What follows belongs to an exercise in optimizing a design on an open flow for small area, a short achievable clock period and few clock cycles per item; a production flow would make more cautious choices.
RTL that was checked went through simulation tests only; none was proved equivalent to the original.

Design tv_div, start of the top module:
module tv_div (
    input  logic        clk,
    input  logic        rst_n,
    input  logic        start,          
    input  logic        op_unsigned,    
    input  logic        op_rem,         
    input  logic [31:0] dividend,
    input  logic [31:0] divisor,
    output logic        busy,
    output logic        result_valid,
    output logic [31:0] result
);
  localparam int M  = 2;            
  localparam int LM = $clog2(M);
  localparam int DW = 32 + M - 1;   
  localparam logic [1:0] S_IDLE = 2'd0, S_ALIGN = 2'd1, S_ITER = 2'd2, S_DONE = 2'd3;
  logic [1:0]    state;
  logic [31:0]   r, q;
  logic [DW-1:0] d;
  logic [4:0]    cnt;
  logic          rem, neg;
  function automatic logic [5:0] lzc32(input logic [31:0] x);
    logic [15:0] v1; logic [15:0] c1;
    logic [7:0]  v2; logic [1:0] c2 [8];
    logic [3:0]  v3; logic [2:0] c3 [4];
    logic [1:0]  v4; logic [3:0] c4 [2];
    logic [4:0]  c5;
    for (int i = 0; i < 16; i++) begin
      v1[i] = x[2*i+1] | x[2*i];
      c1[i] = ~x[2*i+1];
    end
    for (int i = 0; i < 8; i++) begin
      v2[i] = v1[2*i+1] | v1[2*i];
      c2[i] = v1[2*i+1] ? {1'b0, c1[2*i+1]} : {1'b1, c1[2*i]};
    end
    for (int i = 0; i < 4; i++) begin
      v3[i] = v2[2*i+1] | v2[2*i];
      c3[i] = v2[2*i+1] ? {1'b0, c2[2*i+1]} : {1'b1, c2[2*i]};
    end
    for (int i = 0; i < 2; i++) begin
      v4[i] = v3[2*i+1] | v3[2*i];
  ...
For scale: ~2500 cells after synthesis, about 110 flip-flops, roughly 100 I/O pins.
==> module tv_div, before the edit <==
module tv_div (
    input  logic        clk,
    input  logic        rst_n,
    input  logic        start,          
    input  logic        op_unsigned,    
    input  logic        op_rem,         
    input  logic [31:0] dividend,
    input  logic [31:0] divisor,
    output logic        busy,
    output logic        result_valid,
    output logic [31:0] result
);
  localparam int M  = 2;            
  localparam int LM = $clog2(M);
  localparam int DW = 32 + M - 1;   
  localparam logic [1:0] S_IDLE = 2'd0, S_ALIGN = 2'd1, S_ITER = 2'd2, S_DONE = 2'd3;
  logic [1:0]    state;
  logic [31:0]   r, q;
  logic [DW-1:0] d;
  logic [4:0]    cnt;
  logic          rem, neg;
  function automatic logic [5:0] lzc32(input logic [31:0] x);
    logic [15:0] v1; logic [15:0] c1;
    logic [7:0]  v2; logic [1:0] c2 [8];
    logic [3:0]  v3; logic [2:0] c3 [4];
    logic [1:0]  v4; logic [3:0] c4 [2];
    logic [4:0]  c5;
    for (int i = 0; i < 16; i++) begin
      v1[i] = x[2*i+1] | x[2*i];
      c1[i] = ~x[2*i+1];
    end
    for (int i = 0; i < 8; i++) begin
      v2[i] = v1[2*i+1] | v1[2*i];
      c2[i] = v1[2*i+1] ? {1'b0, c1[2*i+1]} : {1'b1, c1[2*i]};
    end
    for (int i = 0; i < 4; i++) begin
      v3[i] = v2[2*i+1] | v2[2*i];
      c3[i] = v2[2*i+1] ? {1'b0, c2[2*i+1]} : {1'b1, c2[2*i]};
    end
    for (int i = 0; i < 2; i++) begin
      v4[i] = v3[2*i+1] | v3[2*i];
      c4[i] = v3[2*i+1] ? {1'b0, c3[2*i+1]} : {1'b1, c3[2*i]};
    end
    c5 = v4[1] ? {1'b0, c4[1]} : {1'b1, c4[0]};
    lzc32 = (v4[1] | v4[0]) ? {1'b0, c5} : 6'd32;
  endfunction
  wire align = (state == S_ALIGN);
  wire iter  = (state == S_ITER);
  logic [31:0]   rs   [0:M];
  logic [M-1:0]  g;
  logic [DW:0]   diff [0:M-1];
  logic [5:0]    lz_r, lz_d;
  logic [5:0]    sh;
  logic          dz, lt, same;
  assign lz_r = lzc32(r);
  assign lz_d = lzc32(d[31:0]);
  assign sh   = lz_d - lz_r;          
  assign dz   = lz_d[5];              
  assign same = (lz_r == lz_d);
  always_comb begin
    rs[0] = r;
    for (int j = 0; j < M; j++) begin
      diff[j] = {1'b0, {(DW - 32){1'b0}}, rs[j]} - {1'b0, (d >> j)};
      if (j == 0) g[M-1-j] = ~diff[j][DW] & (iter | (align & same));
      else        g[M-1-j] = ~diff[j][DW] & iter;
      rs[j+1] = g[M-1-j] ? diff[j][31:0] : rs[j];
    end
  end
  assign lt = diff[0][DW];            
  wire done0  = align & lt;           
  wire signed_op = ~op_unsigned;
  assign busy         = (state == S_ITER) | (align & ~lt);
  assign result_valid = (state == S_DONE) | done0;
  wire cap = start & ~busy;
  wire [31:0] abs_a = (signed_op & dividend[31]) ? 32'(-dividend) : dividend;
  wire [31:0] abs_b = (signed_op & divisor[31]) ? 32'(-divisor) : divisor;
  logic [5:0] sh_pad;
  assign sh_pad = sh | 6'(M - 1);
  always_ff @(posedge clk) begin
    if (!rst_n) state <= S_IDLE;
    else begin
      case (state)
        S_ALIGN: state <= lt ? (cap ? S_ALIGN : S_IDLE) : ((dz | same) ? S_DONE : S_ITER);
        S_ITER:  state <= (cnt == 5'd0) ? S_DONE : S_ITER;
        default: state <= cap ? S_ALIGN : S_IDLE;
      endcase
    end
  end
  always_ff @(posedge clk) begin
    cnt <= align ? 5'(sh_pad >> LM) : cnt - 5'd1;
    if (cap) begin
      r   <= abs_a;
      d   <= DW'(abs_b);
      rem <= op_rem;
      neg <= signed_op & (op_rem ? dividend[31] : (dividend[31] ^ divisor[31]));
    end else begin
      r <= rs[M];
      d <= align ? (DW'(d[31:0]) << sh_pad[4:0]) : (d >> M);
      if (align & dz & ~rem) neg <= 1'b0;
    end
    q <= align ? {{31{dz}}, dz | g[M-1]} : {q[31-M:0], g};
  end
  wire [31:0] x = rem ? r : (align ? 32'd0 : q);
  assign result = neg ? -x : x;
endmodule
export LEC_CHECK = 0
export ABC_AREA = 1
export CAP_MARGIN = 20
export CORE_MARGIN = 2
export CORE_UTILIZATION = 40
export SLEW_MARGIN = 20
create_clock -name core_clock -period 7.5 [get_ports {clk}]
run.sh (not shown) runs the stock make flow with config.mk's settings and CLKGATE_MAP_FILE= SYNTH_SCRIPT=/design/flow/synth_recipe.tcl, a recipe that flattens the netlist after the stock synthesis.
Next try:
--- a/flow/design.v
+++ b/flow/design.v
@@ -407,12 +407,20 @@
       v4[i] = v3[2*i+1] | v3[2*i];
       c4[i] = v3[2*i+1] ? {1'b0, c3[2*i+1]} : {1'b1, c3[2*i]};
     end
     c5 = v4[1] ? {1'b0, c4[1]} : {1'b1, c4[0]};
     lzc32 = (v4[1] | v4[0]) ? {1'b0, c5} : 6'd32;
   endfunction
+  function automatic logic [31:0] cneg32(input logic [31:0] x, input logic s);
+    logic [31:0] o [6];   
+    o[0] = x;
+    for (int k = 0; k < 5; k++)
+      for (int i = 0; i < 32; i++)
+        o[k+1][i] = ((i >> k) & 1) ? (o[k][i] | o[k][((i >> k) << k) - 1]) : o[k][i];
+    cneg32 = x ^ ({32{s}} & {o[5][30:0], 1'b0});
+  endfunction
   wire align = (state == S_ALIGN);
   wire iter  = (state == S_ITER);
   logic [31:0]   rs   [0:M];
   logic [M-1:0]  g;
   logic [DW:0]   diff [0:M-1];
   logic [5:0]    lz_r, lz_d;
@@ -435,14 +443,14 @@
   assign lt = diff[0][DW];            
   wire done0  = align & lt;           
   wire signed_op = ~op_unsigned;
   assign busy         = (state == S_ITER) | (align & ~lt);
   assign result_valid = (state == S_DONE) | done0;
   wire cap = start & ~busy;
-  wire [31:0] abs_a = (signed_op & dividend[31]) ? 32'(-dividend) : dividend;
-  wire [31:0] abs_b = (signed_op & divisor[31]) ? 32'(-divisor) : divisor;
+  wire [31:0] abs_a = cneg32(dividend, signed_op & dividend[31]);
+  wire [31:0] abs_b = cneg32(divisor, signed_op & divisor[31]);
   logic [5:0] sh_pad;
   assign sh_pad = sh | 6'(M - 1);
   always_ff @(posedge clk) begin
     if (!rst_n) state <= S_IDLE;
     else begin
       case (state)
@@ -461,11 +469,12 @@
       neg <= signed_op & (op_rem ? dividend[31] : (dividend[31] ^ divisor[31]));
     end else begin
       r <= rs[M];
       d <= align ? (DW'(d[31:0]) << sh_pad[4:0]) : (d >> M);
       if (align & dz & ~rem) neg <= 1'b0;
     end
-    q <= align ? {{31{dz}}, dz | g[M-1]} : {q[31-M:0], g};
+    if (cap) q <= 32'd0;
+    else     q <= {q[31-M:0], align ? {{(M-1){1'b0}}, g[M-1]} : g} | {32{align & dz}};
   end
-  wire [31:0] x = rem ? r : (align ? 32'd0 : q);
-  assign result = neg ? -x : x;
+  wire [31:0] x = rem ? r : q;
+  assign result = cneg32(x, neg);
 endmodule
After rerunning: Setup slack gains 0.79 ns. Hold slack improved by 0.039 ns. First-iteration DRC count went down by about 36%. Cell area fell by 0.50%. Synthesized cell count is lower by 1.1%. Global-route usage drops by 3.5 points.
Testbench counts after the change, summed over its fixed seeds: cycles 10,373, divides 2,400.
No functional check of the RTL was part of the first run of this note.

re-timing with driven ports:
The flow's constraints put no driver on any port. The routed layouts listed below were extracted and timed again, unchanged, in two steps.
Step 1: set_driving_cell puts a clkbuf_16 on clk and a buf_2 on each other input, an assumption about the parent block.
Step 2 times the ports against the registers' clock, not the clock port: input delays grow and output delays shrink by t, the midpoint of the rising clock arrivals with the driver on.
Slacks: ideal ports / drivers / drivers and shift; pairs: ideal ports / drivers.
| run | t, ns | slack for setup (ns) | worst data-port slew with drivers (ns) | cell pins on the clock port's net |
|---|---|---|---|---|
| the first run | 0.409 | 1.011 / 1.011 / 1.011 | 0.05 | 1 |
| the second run | 0.434 | 1.806 / 1.806 / 1.806 | 0.07 | 1 |
After both steps every run listed still meets setup and hold.
